What follows belongs to an exercise in optimizing a design on an open flow for small area; a production flow would make more cautious choices. The RTL was checked by simulation tests, not by an equivalence proof against the original design. No activity file was given, so power comes from the tool's default toggle rates.

## tresholding
module tresholding #
(
    parameter ADC_WIDTH = 14
)
(
    input                                   clk,
    input                                   rst,
    input  signed [ADC_WIDTH-1:0]           detail_level,
    input  [31:0]                           gpio_cfg,
    input  [31:0]                           gpio_cfg_2,
    input  [27:0]                           multresult,
    output [ADC_WIDTH-1:0]                  threshold_detail_level,
    output [ADC_WIDTH-1:0]                  median_out,
    output [ADC_WIDTH-1:0]                  threshold_out_dbg,
    output [5:0]                            universal_threshold_constant_level_1,
    output [5:0]                            universal_threshold_constant_level_2,
    output [31:0]                           window_len,
    output                                  window_len_valid,
    output                                  denoise_lvl_1,
    output                                  denoise_lvl_2,
    output                                  reconsruct_lvl_2
);
For scale: about 2300 cells after synthesis, ~200 I/O pins, about 0.021 sq mm of cells after synthesis.
==> flow/config.mk <==
export PLATFORM = sky130hd
export DESIGN_NAME = tresholding
export DESIGN_NICKNAME = tresholding
export VERILOG_FILES = /design/flow/design.v
export SDC_FILE = /design/flow/constraint.sdc
export NUM_CORES = 4
export LEC_CHECK = 0
export CAP_MARGIN = 0
export CORE_MARGIN = 2
export CORE_UTILIZATION = 60
export PLACE_DENSITY = 0.75
export SETUP_SLACK_MARGIN = 0.15
export SLEW_MARGIN = 0
export ADDER_MAP_FILE =
export BUFFER_PORTS_ARGS = -buffer_cell sky130_fd_sc_hd__buf_1
export CTS_ARGS = -sink_clustering_enable -repair_clock_nets -sink_clustering_size 30 -sink_clustering_max_diameter 100 -dont_use_dummy_load
==> flow/constraint.sdc <==
create_clock -name core_clock -period 8.0 [get_ports {clk}]
set_input_delay 1.6000 -clock core_clock [delete_from_list [all_inputs] [get_ports {clk}]]
set_output_delay 1.6000 -clock core_clock [all_outputs]
set_load 0.01 [all_outputs]
standard.sh (not shown) runs the stock make flow with config.mk's settings and CLKGATE_MAP_FILE= SYNTH_SCRIPT=/design/flow/synth_recipe.tcl, a recipe that flattens the netlist after the stock synthesis.
==> flow/flow/run.sh <==
#!/bin/bash
# Layout flow: the standard ORFS flow (standard.sh) with these changes:
#  - synthesis is ORFS's synthesis through synth_recipe.tcl, except that ABC
#    maps with an area-oriented script (flow/area.abc) instead of ORFS's
#    speed script (flow/abc_wrap.tcl swaps the script), and adders are left
#    to ABC instead of being mapped to the library's adder cells
#    (ADDER_MAP_FILE empty); registers, their names and cell types are
#    untouched;
#  - the port buffers that global placement inserts are the smallest buffer
#    (buf_1);
#  - clock tree synthesis runs without dummy loads.
# Each tool's full output is kept in standard.log (ORFS keeps its per-step
# logs under orfs/logs).
set -euo pipefail
here=$PWD
cat >> config.mk <<'EOC'
export ADDER_MAP_FILE =
export BUFFER_PORTS_ARGS = -buffer_cell sky130_fd_sc_hd__buf_1
export CTS_ARGS = -sink_clustering_enable -repair_clock_nets -sink_clustering_size 30 -sink_clustering_max_diameter 100 -dont_use_dummy_load
EOC
cat flow/abc_wrap.tcl synth_recipe.tcl > area_synth.tcl
export FLOW_ABC_SCRIPT=$here/flow/area.abc
sed "s#SYNTH_SCRIPT=[^ ]*synth_recipe.tcl#SYNTH_SCRIPT=$here/area_synth.tcl#" standard.sh > area_standard.sh
grep -q "SYNTH_SCRIPT=$here/area_synth.tcl" area_standard.sh
bash area_standard.sh > standard.log 2>&1
==> flow/flow/abc_wrap.tcl <==
# Map with an area-oriented ABC script instead of ORFS's speed script.
proc abc {args} {
  set i [lsearch -exact $args -script]
  if { $i >= 0 } { lset args [expr { $i + 1 }] $::env(FLOW_ABC_SCRIPT) }
  yosys abc {*}$args
}
==> flow/flow/area.abc <==
strash
&get -n
&deepsyn -T 60
&put
dch -f
&get -n
&nf -a -R 1000
&put
The first run finished but failed the layout checks on negative setup slack.
Edit:
==> flow/flow/area.abc (replaced) <==
strash
dc2
dc2
dc2
dc2
dc2
dch -f
&get -n
&nf -a -R 1000
&put
Settings changed: SETUP_SLACK_MARGIN 0.15 to 0.
With this change the flow completed without violations.
Final cell count grows by 3.3%.
Worst hold slack is worse by 0.0050 ns.
Synthesized cell count rose by 7.4%.
Edit:
--- a/flow/flow/run.sh
+++ b/flow/flow/run.sh
@@ -4,6 +4,4 @@
 #    maps with an area-oriented script (flow/area.abc) instead of ORFS's
-#    speed script (flow/abc_wrap.tcl swaps the script), and adders are left
-#    to ABC instead of being mapped to the library's adder cells
-#    (ADDER_MAP_FILE empty); registers, their names and cell types are
-#    untouched;
+#    speed script (flow/abc_wrap.tcl swaps the script; registers, their
+#    names and cell types are untouched);
 #  - the port buffers that global placement inserts are the smallest buffer
@@ -16,3 +14,2 @@
 cat >> config.mk <<'EOC'
-export ADDER_MAP_FILE =
 export BUFFER_PORTS_ARGS = -buffer_cell sky130_fd_sc_hd__buf_1
Settings changed: SETUP_SLACK_MARGIN 0 to 0.15.
=>
- hold slack gets better by 0.0089 ns
- combinational power falls by 18%
- setup slack improved by 0.21 ns
- global-route usage fell by 0.29 points
- utilization went down by 0.95 points
Edit:
--- a/flow/flow/run.sh
+++ b/flow/flow/run.sh
@@ -4,4 +4,6 @@
 #    maps with an area-oriented script (flow/area.abc) instead of ORFS's
-#    speed script (flow/abc_wrap.tcl swaps the script; registers, their
-#    names and cell types are untouched);
+#    speed script (flow/abc_wrap.tcl swaps the script), and adders are left
+#    to ABC instead of being mapped to the library's adder cells
+#    (ADDER_MAP_FILE empty); registers, their names and cell types are
+#    untouched;
 #  - the port buffers that global placement inserts are the smallest buffer
@@ -14,2 +16,3 @@
 cat >> config.mk <<'EOC'
+export ADDER_MAP_FILE =
 export BUFFER_PORTS_ARGS = -buffer_cell sky130_fd_sc_hd__buf_1
Settings changed: PLACE_DENSITY 0.75 to 0.65, SETUP_SLACK_MARGIN 0.15 to 0.1.
Result:
- The new run finished with timing, DRC and antenna clean
- global-route usage goes up by 0.24 points
- design area goes down by 8.2%
- routed wire length goes down by 8.6%
- worst setup slack loses 0.16 ns
Edit:
Settings changed: PLACE_DENSITY 0.65 to 0.75, SETUP_SLACK_MARGIN 0.1 to 0.4.
What happened: Power came out higher by 13%; design area came out higher by 2.0%; wire length came out higher by 3.5%; area after synthesis is unchanged; maximum frequency came out higher by about 1%; hold slack hardly moves; first-iteration DRC count came out higher by about 30%; global-route usage came out higher by 0.61 points.

[static timing again, ports no longer ideal]
The flow's constraints put no driver on any port. The routed layouts listed below were extracted and timed again, unchanged, in two steps. Step 1 sets driving cells, clkbuf_16 on the clock port and buf_2 on the other inputs (assumed; they add their load-dependent delay and slew). Step 2 moves the port delays by t, midway between the first and last clock arrival at a register: inputs arrive t later, outputs are due t later. That takes back most of the time a late clock gives input paths. a / b / c = ideal ports / drivers / drivers and shift; a / b = the first two.
| run | shift t [ns] | setup slack, ns | worst data-port slew with drivers (ns) | pins driven straight from the clock port |
|---|---|---|---|---|
| the first run | 0.583 | -0.111 / -0.111 / -0.111 | 0.07 | 1 |
| the second run | 0.586 | 0.208 / 0.208 / 0.208 | 0.08 | 1 |
| the third run | 0.580 | 0.418 / 0.418 / 0.418 | 0.06 | 1 |
| the fourth run | 0.584 | 0.257 / 0.257 / 0.257 | 0.07 | 1 |
| the fifth run | 0.589 | 0.334 / 0.334 / 0.334 | 0.08 | 1 |
